This is an optimization exercise on Yosys and OpenROAD, whose aim is small area and a short achievable clock period, not a production implementation. Where RTL was checked, it was by simulation tests only, not by an equivalence proof against the original. Function not checked in run 2: the RTL went through the layout flow alone.

==> flow/design.v (outline; a module is shown in full before it is edited, if it fits) <==
// module macc_417: 734 lines
// module booth_enc: 6 lines
// module booth_row: 5 lines
// module last_row: 3 lines
// module fa: 4 lines
// module ha: 4 lines
// module fa1: 4 lines
// module xnor_g: 3 lines
// module or_g: 3 lines
// module final_adder: 596 lines
// module g_inv: 3 lines
// module g_nand: 3 lines
// module g_or: 3 lines
// module g_nor: 3 lines
// module g_xor: 3 lines
// module g_xnor: 3 lines
// module g_aoi21: 3 lines
// module g_oai21: 3 lines
module macc_417
  #(parameter A_WIDTH = 32,
    parameter B_WIDTH = 32
  )
  (
    input clk,
    input rst,
    input [A_WIDTH-1:0] a,
    input [B_WIDTH-1:0] b,
    input accumulate_enable,
    output [A_WIDTH+B_WIDTH-1:0] result,
    output overflow
  );
  // ...
==> flow/flow/run.sh <==
#!/bin/bash
# The standard layout (the standard.sh: standard synthesis, then ORFS to
# finish), with one change: the buffers placed on the input and output ports
# are sky130_fd_sc_hd__buf_2 cells instead of the ones buffer_ports picks.
set -euo pipefail
export BUFFER_PORTS_ARGS="-buffer_cell sky130_fd_sc_hd__buf_2"
bash standard.sh > standard_flow.log 2>&1
==> flow/standard.sh <==
#!/bin/bash
# synth_recipe.tcl (not shown) runs the flow's synth.tcl, then flattens the netlist and writes it again
# the make line also repeats each setting of config.mk as NAME=value (left out here)
make -C /OpenROAD-flow-scripts/flow DESIGN_CONFIG=/design/flow/config.mk WORK_HOME=/design/flow/orfs CLKGATE_MAP_FILE= SYNTH_SCRIPT=/design/flow/synth_recipe.tcl "${@:-finish}"
==> flow/config.mk <==
export PLATFORM = sky130hd
export DESIGN_NAME = macc_417
export DESIGN_NICKNAME = macc_417
export VERILOG_FILES = /design/flow/design.v
export SDC_FILE = /design/flow/constraint.sdc
export NUM_CORES = 4
export LEC_CHECK = 0
export CAP_MARGIN = 20
export CORE_MARGIN = 2
export CORE_UTILIZATION = 65
export PLACE_DENSITY = 0.8
export SLEW_MARGIN = 20
export SYNTH_HIERARCHICAL = 1
export SYNTH_MINIMUM_KEEP_SIZE = 0
==> flow/constraint.sdc <==
create_clock -name core_clock -period 55.0 [get_ports {clk}]
set_input_delay 11.0000 -clock core_clock [delete_from_list [all_inputs] [get_ports {clk}]]
set_output_delay 11.0000 -clock core_clock [all_outputs]
set_load 0.01 [all_outputs]
==> impl_metrics.tcl, run 1 <==
set metrics [dict create \
    run_status "finished clean" \
    num-nets-final 3119 \
    antenna_cells_inserted 0 \
    ys_types 21 \
    area.growth.synth_to_final_pct 3.454 \
    worst_setup_path_endpoint "result[63]" \
    n_all_buffers 184 \
    routed-wl-met2_um 40500 \
    yosys_warnings 7 \
    via_per_inst 7.456 \
    main_synth_ff_type "dfrtp_1" \
    placement_rows 73 \
    post_synth.cell_area_avg_um2 11.08 \
    hold_fails_final_rpt 0 \
    multi_input_comb_area_mm2 0.02350 \
    path_category_of_the_worst_min_delay_check "flip-flop to flip-flop" \
    worstRegToRegCells 20 \
    final-setup-viol-count 0 \
    period_share_pct 55.29 \
    worst_setup_path_end_kind "output port" \
    hold_path_end "accumulator[0]" \
    postLayoutCellArea_mm2 0.02731 \
    hold_ws_ps 665.6 \
    cell_family_with_most_cp_delay "adder cells" \
    nonClockInverterCount 39 \
    route.final.wire_length_um 90120 \
    top_area_cell_class "multi-input gates" \
    dp_hpwl_um 57420 \
    crit-reg2reg-capture "accumulator[63]" \
    worstSkewPairLatency_ps 400 \
    cp-start-kind "primary input" \
    seq_cell_count 64 \
    number_of_multi_input_combinational_cells_in_the_layout 2115 \
    avgRoutedWirePerCell_um 30.62 \
]
==> module booth_enc, before the edit <==
module booth_enc (input en, input [2:0] y, output one, output two, output neg, output negn);
  assign one = y[1] ^ y[0];
  assign two = (y[2] & ~y[1] & ~y[0]) | (~y[2] & y[1] & y[0]);
  assign neg = en & y[2];
  assign negn = ~neg;
endmodule
==> module last_row, before the edit <==
module last_row (input y, input [31:0] a, output [31:0] pl);
  assign pl = a & {32{y}};
endmodule
==> inputs of run 2 (changes only) <==
--- a/flow/design.v
+++ b/flow/design.v
@@ -11,60 +11,59 @@
     output [A_WIDTH+B_WIDTH-1:0] result,
     output overflow
   );
   reg [63:0] accumulator;
   always @(posedge clk or posedge rst) begin
     if (rst) accumulator <= 64'd0;
     else accumulator <= result;
   end
-  wire [31:0] ag = a & {32{accumulate_enable}};
   wire [32:0] bx = {b, 1'b0};
   wire [15:0] one, two, neg, negn;
   genvar gi;
   generate
     for (gi = 0; gi < 16; gi = gi + 1) begin : g_enc
       booth_enc u_enc (.en(accumulate_enable), .y(bx[2*gi+2:2*gi]),
                        .one(one[gi]), .two(two[gi]), .neg(neg[gi]), .negn(negn[gi]));
     end
   endgenerate
   wire [31:0] pl;
-  last_row u_last (.y(b[31]), .a(ag), .pl(pl));
+  last_row u_last (.en(accumulate_enable), .y(b[31]), .a(a), .pl(pl));
   wire [32:0] pp0;
-  booth_row u_row0 (.one(one[0]), .two(two[0]), .neg(neg[0]), .a(ag), .pp(pp0));
+  booth_row u_row0 (.one(one[0]), .two(two[0]), .neg(neg[0]), .a(a), .pp(pp0));
   wire [32:0] pp1;
-  booth_row u_row1 (.one(one[1]), .two(two[1]), .neg(neg[1]), .a(ag), .pp(pp1));
+  booth_row u_row1 (.one(one[1]), .two(two[1]), .neg(neg[1]), .a(a), .pp(pp1));
   wire [32:0] pp2;
-  booth_row u_row2 (.one(one[2]), .two(two[2]), .neg(neg[2]), .a(ag), .pp(pp2));
+  booth_row u_row2 (.one(one[2]), .two(two[2]), .neg(neg[2]), .a(a), .pp(pp2));
   wire [32:0] pp3;
-  booth_row u_row3 (.one(one[3]), .two(two[3]), .neg(neg[3]), .a(ag), .pp(pp3));
+  booth_row u_row3 (.one(one[3]), .two(two[3]), .neg(neg[3]), .a(a), .pp(pp3));
   wire [32:0] pp4;
-  booth_row u_row4 (.one(one[4]), .two(two[4]), .neg(neg[4]), .a(ag), .pp(pp4));
+  booth_row u_row4 (.one(one[4]), .two(two[4]), .neg(neg[4]), .a(a), .pp(pp4));
   wire [32:0] pp5;
-  booth_row u_row5 (.one(one[5]), .two(two[5]), .neg(neg[5]), .a(ag), .pp(pp5));
+  booth_row u_row5 (.one(one[5]), .two(two[5]), .neg(neg[5]), .a(a), .pp(pp5));
   wire [32:0] pp6;
-  booth_row u_row6 (.one(one[6]), .two(two[6]), .neg(neg[6]), .a(ag), .pp(pp6));
+  booth_row u_row6 (.one(one[6]), .two(two[6]), .neg(neg[6]), .a(a), .pp(pp6));
   wire [32:0] pp7;
-  booth_row u_row7 (.one(one[7]), .two(two[7]), .neg(neg[7]), .a(ag), .pp(pp7));
+  booth_row u_row7 (.one(one[7]), .two(two[7]), .neg(neg[7]), .a(a), .pp(pp7));
   wire [32:0] pp8;
-  booth_row u_row8 (.one(one[8]), .two(two[8]), .neg(neg[8]), .a(ag), .pp(pp8));
+  booth_row u_row8 (.one(one[8]), .two(two[8]), .neg(neg[8]), .a(a), .pp(pp8));
   wire [32:0] pp9;
-  booth_row u_row9 (.one(one[9]), .two(two[9]), .neg(neg[9]), .a(ag), .pp(pp9));
+  booth_row u_row9 (.one(one[9]), .two(two[9]), .neg(neg[9]), .a(a), .pp(pp9));
   wire [32:0] pp10;
-  booth_row u_row10 (.one(one[10]), .two(two[10]), .neg(neg[10]), .a(ag), .pp(pp10));
+  booth_row u_row10 (.one(one[10]), .two(two[10]), .neg(neg[10]), .a(a), .pp(pp10));
   wire [32:0] pp11;
-  booth_row u_row11 (.one(one[11]), .two(two[11]), .neg(neg[11]), .a(ag), .pp(pp11));
+  booth_row u_row11 (.one(one[11]), .two(two[11]), .neg(neg[11]), .a(a), .pp(pp11));
   wire [32:0] pp12;
-  booth_row u_row12 (.one(one[12]), .two(two[12]), .neg(neg[12]), .a(ag), .pp(pp12));
+  booth_row u_row12 (.one(one[12]), .two(two[12]), .neg(neg[12]), .a(a), .pp(pp12));
   wire [32:0] pp13;
-  booth_row u_row13 (.one(one[13]), .two(two[13]), .neg(neg[13]), .a(ag), .pp(pp13));
+  booth_row u_row13 (.one(one[13]), .two(two[13]), .neg(neg[13]), .a(a), .pp(pp13));
   wire [32:0] pp14;
-  booth_row u_row14 (.one(one[14]), .two(two[14]), .neg(neg[14]), .a(ag), .pp(pp14));
+  booth_row u_row14 (.one(one[14]), .two(two[14]), .neg(neg[14]), .a(a), .pp(pp14));
   wire [32:0] pp15;
-  booth_row u_row15 (.one(one[15]), .two(two[15]), .neg(neg[15]), .a(ag), .pp(pp15));
+  booth_row u_row15 (.one(one[15]), .two(two[15]), .neg(neg[15]), .a(a), .pp(pp15));
   wire s0, c0, s1, c1, s2, c2, s3, c3, s4, c4, s5, c5, s6, c6, s7, c7;
   wire s8, c8, s9, c9, s10, c10, s11, c11, s12, c12, s13, c13, s14, c14, s15, c15;
   wire s16, c16, s17, c17, s18, c18, s19, c19, s20, c20, s21, c21, s22, c22, s23, c23;
   wire s24, c24, s25, c25, s26, c26, s27, c27, s28, c28, s29, c29, s30, c30, s31, c31;
   wire s32, c32, s33, c33, s34, c34, s35, c35, s36, c36, s37, c37, s38, c38, s39, c39;
   wire s40, c40, s41, c41, s42, c42, s43, c43, s44, c44, s45, c45, s46, c46, s47, c47;
   wire s48, c48, s49, c49, s50, c50, s51, c51, s52, c52, s53, c53, s54, c54, s55, c55;
   wire s56, c56, s57, c57, s58, c58, s59, c59, s60, c60, s61, c61, s62, c62, s63, c63;
@@ -728,28 +727,29 @@
   wire [64:0] x = {c589, c587, c584, c581, c577, c573, c568, c563, c557, c551, c544, c537, c529, c521, c512, c503, c493, c483, c472, c461, c449, c437, c424, c411, c397, c383, c368, c353, c337, c321, c304, c287, c271, c255, c239, c224, c209, c195, c181, c168, c155, c143, c131, c120, c109, c99, c89, c80, c71, c63, c55, c48, c41, c35, c29, c24, c19, c15, c11, c8, s7, c3, s2, pp0[1], pp0[0]};
   wire [64:0] y = {s590, s589, s587, s584, s581, s577, s573, s568, s563, s557, s551, s544, s537, s529, s521, s512, s503, s493, s483, s472, s461, s449, s437, s424, s411, s397, s383, s368, s353, s337, s321, s304, s287, s271, s255, s239, s224, s209, s195, s181, s168, s155, s143, s131, s120, s109, s99, s89, s80, s71, s63, s55, s48, s41, s35, s29, s24, s19, s15, s11, s8, s5, s3, s1, s0};
   wire [64:0] sum;
   final_adder u_add (.x(x), .y(y), .s(sum));
   assign result = sum[63:0];
   assign overflow = sum[64];
 endmodule
 module booth_enc (input en, input [2:0] y, output one, output two, output neg, output negn);
-  assign one = y[1] ^ y[0];
-  assign two = (y[2] & ~y[1] & ~y[0]) | (~y[2] & y[1] & y[0]);
+  assign one = en & (y[1] ^ y[0]);
+  assign two = en & ((y[2] & ~y[1] & ~y[0]) | (~y[2] & y[1] & y[0]));
   assign neg = en & y[2];
   assign negn = ~neg;
 endmodule
 module booth_row (input one, input two, input neg, input [31:0] a, output [32:0] pp);
   wire [32:0] a0 = {1'b0, a};
   wire [32:0] a1 = {a, 1'b0};
   assign pp = ((a0 & {33{one}}) | (a1 & {33{two}})) ^ {33{neg}};
 endmodule
-module last_row (input y, input [31:0] a, output [31:0] pl);
-  assign pl = a & {32{y}};
+module last_row (input en, input y, input [31:0] a, output [31:0] pl);
+  wire e = en & y;
+  assign pl = a & {32{e}};
 endmodule
 module fa (input a, input b, input ci, output s, output co);
   assign s = a ^ b ^ ci;
   assign co = (a & b) | (a & ci) | (b & ci);
 endmodule
 module ha (input a, input b, output s, output co);
   assign s = a ^ b;
   assign co = a & b;
==> flow/config.mk (replaced) <==
export PLATFORM = sky130hd
export DESIGN_NAME = macc_417
export DESIGN_NICKNAME = macc_417
export VERILOG_FILES = /design/flow/design.v
export SDC_FILE = /design/flow/constraint.sdc
export NUM_CORES = 4
export LEC_CHECK = 0
export CAP_MARGIN = 20
export CORE_MARGIN = 2
export CORE_UTILIZATION = 40
export SLEW_MARGIN = 20
export SYNTH_HIERARCHICAL = 1
export SYNTH_MINIMUM_KEEP_SIZE = 0
==> run 2 against run 1 <==
Still clean on timing, DRC and antenna. Global-route usage down 16 points. Fmax down 1.1%. Final area up 0.75%. Highest routed layer is now met5.
==> impl_metrics.tcl, run 2 <==
set metrics [dict create \
    run_status "finished clean" \
    first_global_vias 22670 \
    xor_xnor_share_of_the_synthesized_area_pct 20.87 \
    slew_headroom_pct 21.20 \
    worst-slew-pin-transition_ps 1182 \
    final_cell_mix "xnor2_1, fa_1, a22oi_1" \
    htree_num_levels 3 \
    most_frequent_cell_on_the_critical_path "fa_1" \
    rr_startpoint "accumulator[31]" \
    drc_errors_left 0 \
    worstSkewPairLatency_ps 400 \
    cells_resized_by_post_cts_repair 0 \
    cap_viol_max_count 0 \
    via_per_inst 6.437 \
    arrival_time_of_the_worst_setup_path_ps 19740 \
    ys_ff_latch 64 \
    final-seq-area_mm2 0.001602 \
    final-setup-viol-count 0 \
    post_synth_main_area_contributors "fa_1, xnor2_1, a22oi_1" \
    synth.top_cell.area_share_pct 40.22 \
    critical_path.max_stage_delay_ps 930 \
    path_clk_slew_ps 70 \
    grt_pass1_wl_um 142900 \
    worst_setup_path_endpoint "result[59]" \
    vias 20840 \
    postRouteAntennaNets 0 \
    tns_ps 0 \
    synth_area_mm2 0.02618 \
    place_congestion 0.9018 \
    cp_max_fo 61 \
    area.growth.synth_to_final_pct 5.104 \
    grt_setup_unrepaired "false" \
    skew_ps 17.90 \
    grt_use_total_pct 28.26 \
    post_synth.cell_area_avg_um2 11.14 \
    layout-drive-gt1-share_pct 14.90 \
    ys_types 22 \
    filler_cell_count 6081 \
    worst_path_max_delay_cell "inv_2" \
    number_of_search_and_repair_iterations_in_the_first_detailed_routing_pass 6 \
    largest_reg_flops 64 \
    synth_top_area_cell "fa_1" \
    placement_rows 93 \
    synth_top_family_by_area "adder cells" \
    cell_by_cell_listing_of_the_critical_path "buf_2, buf_4, nand2_1, inv_2, xnor2_1, fa_1, fa_1, fa_1, fa_1, fa_1, fa_1, fa_1, ha_1, nand2_1, nor2_1, nand2_1, nor2_1, a21oi_2, o21ai_1, inv_1, o21ai_1, a21oi_2, xnor2_1, buf_2" \
    worst_setup_path_end_kind "output port" \
    cp-startpoint "accumulate_enable" \
    grt_use_met1_pct 37.25 \
    dp_hpwl_um 61640 \
    max_freq_mhz 32.53 \
    synth.area.mux_share_pct 0 \
    synth_top_cells_by_count "xnor2_1, fa_1, a22oi_1, ha_1, nand2_1" \
    grt_max_degree 65 \
    postCtsHoldBufs 0 \
    top_usage_layer "met2" \
    cts_sinks 64 \
    ys_async_sr_fraction_pct 100.0 \
    holdPathStages 2 \
    placeableCoreArea_mm2 0.06458 \
    period_needed_ps 30740 \
    cp-start-kind "primary input" \
    registers.top_by_ff_count "accumulator" \
    effective_utilization_at_floorplan_pct 40.54 \
    worst_ep_required_time_ps 44000 \
    root_buffer "clkbuf_16" \
    most_frequent_standard_cell_in_the_layout_excluding_fill_and_tap_cells "xnor2_1" \
    yosysMostFrequentCell "xnor2_1" \
    cts_setup_buffers 0 \
    io_pins 132 \
    path_category_of_the_worst_min_delay_check "flip-flop to flip-flop" \
    place.port_buffers 131 \
    timing_max_transition_violations_final 0 \
    criticalPathCategory "primary input to output port" \
    yosys.area_share.adder_pct 45.62 \
    netlist_instances 2351 \
    layout_top_registers "accumulator x64" \
    crit-reg2reg-capture "accumulator[59]" \
    worstRegToRegCells 18 \
    hold_fails_final_rpt 0 \
    antenna_found_initial 2 \
    cts_inserted_buffers 9 \
    compound_gate_fraction_of_synth_area_pct 18.14 \
    globalRoute.totalOverflow 0 \
    global_route.usage.met2_pct 43.54 \
    synth_edf_count 0 \
    period_share_pct 55.89 \
    reg2reg_setup_slack_ps 48400 \
    die_area_mm2 0.06752 \
    cts_buffer_depth 2 \
    drt-initial-drc-count 2621 \
    tritoncts_clock_tree "yes" \
    main_synth_ff_type "dfrtp_1" \
    avgRoutedWirePerCell_um 29.25 \
    use_met3_pct 7.807 \
    route.final.wire_length_um 94670 \
    area_share_of_and_or_nand_nor_cells_after_synthesis_pct 3.799 \
    antenna_cells_inserted 0 \
    yosys_warnings 7 \
    num-nets-final 3083 \
    die_h_um 259.8 \
    die-width_um 259.8 \
    synth_sequential_area_ratio_pct 6.117 \
    multi_input_comb_area_mm2 0.02339 \
]
==> run 2: cell count changes after synthesis <==
| cell | previous run | this run |
|---|---|---|
| and2_2 | 64 | 16 |
| and3_2 | 0 | 32 |
| nand2_1 | 103 | 87 |
| nand2b_1 | 16 | 0 |
| nand4b_1 | 0 | 16 |
| o22ai_2 | 16 | 0 |
| o31ai_1 | 0 | 16 |
| buf_2 | 80 | 83 |
| clkbuf_2 | 6 | 3 |
==> run 2: cell families after synthesis <==
logic type | count (synthesis)
and+or+nand+nor | 185
buffers and inverters | 206
xor gates and xnor gates | 624
AOI/OAI and AO/OA | 632
adders and majority gates | 639
DFF | 64
other | 1
==> run 2: metrics by stage <==
| stage | area [µm²] | instances | utilization [%] | worst slack, ps | hold WS (ps) |
|---|---|---|---|---|---|
| after floorplan | 26190 | 2353 | - | 27000 | 682.7 |
| after global placement | 27230 | 3221 | 42.16 | 24730 | 658.6 |
| after detailed placement | 27230 | 3221 | 42.16 | 24570 | 649.9 |
| after CTS | 27510 | 3237 | 42.60 | 24570 | 666.8 |
| after global routing | 27520 | 3237 | 42.61 | 24110 | 669.7 |
| final | 27520 | 3237 | 42.61 | 24260 | 652.7 |
==> run 2: per-layer routing <==
metal  up-vias  share of wire, %  routed length [µm]
met5         -            0.0085                   8
met4         2               4.0                3777
met2      1525                45               43000
met3       284                12               11070
li1       8241                 -                   -
met1     10780                39               36820
==> run 2: worst min-delay path by stage <==
stage                        start              to  slack, ps
floorplan           accumulator[0]  accumulator[0]        680
global placement    accumulator[0]  accumulator[0]        660
detailed placement  accumulator[0]  accumulator[0]        650
CTS                 accumulator[0]  accumulator[0]        670
global route        accumulator[0]  accumulator[0]        670
finish              accumulator[0]  accumulator[0]        650
==> run 2: area by class of cell <==
class / count / area share (%)
multi-input combinational: 2083 / 84.99
sequential: 64 / 5.820
tap: 855 / 3.887
timing repair buffer: 180 / 3.733
clock buffer: 11 / 0.8821
inverter: 39 / 0.5411
clock inverter: 5 / 0.1500
==> run 2: worst max-delay path, delay by kind of cell <==
| kind | cells | cell delay [ps] |
|---|---|---|
| xor+xnor | 2 | 540 |
| compound gates | 4 | 1050 |
| simple gates | 5 | 1330 |
| fa+ha+maj | 8 | 3550 |
| buf+inv | 5 | 2140 |
==> run 2: modules after synthesis (local to each module, per instance), a selection <==
module | flops+latches | copies in the design | cells inside | area [µm²]
g_nor | 0 | 18 | 1 | 3.754
g_inv | 0 | 21 | 1 | 3.754
g_xor | 0 | 22 | 1 | 8.758
g_xnor | 0 | 42 | 1 | 8.758
g_aoi21 | 0 | 81 | 1 | 8.758
macc_417 | 64 | 1 | 67 | 1613
booth_row | 0 | 16 | 76 | 606.8
ha | 0 | 113 | 1 | 12.51
g_oai21 | 0 | 39 | 1 | 5.005
g_nand | 0 | 39 | 1 | 3.754
booth_enc | 0 | 16 | 6 | 40.04
or_g | 0 | 16 | 1 | 6.256

what the ideal ports hide:
In the flow no input, the clock included, has a driving cell. The finished layouts below were timed again as built, in two steps. Step 1 assumes that a clkbuf_16 drives the clock port and a buf_2 every other input. Step 2 adds t to the input delays and takes it off the output delays; t is the mean of the earliest and latest rising clock arrival at the registers after step 1. Input paths then give back, and output paths get back, about the clock's delay inside the block. Slacks: no drivers / after step 1 / after step 2; pairs: no drivers / after step 1.
| run | t (ns) | setup slack, ns | cell pins on the clock port's net |
|---|---|---|---|
| run 1 | 0.447 | 24.591 / 24.565 / 24.565 | 1 |
| run 2 | 0.452 | 24.260 / 24.200 / 24.200 | 1 |
After both steps setup and hold are still met in every run listed. For run 2, which loses most, drivers alone change the setup slack by -0.060 ns; drivers and shift together by -0.060 ns.
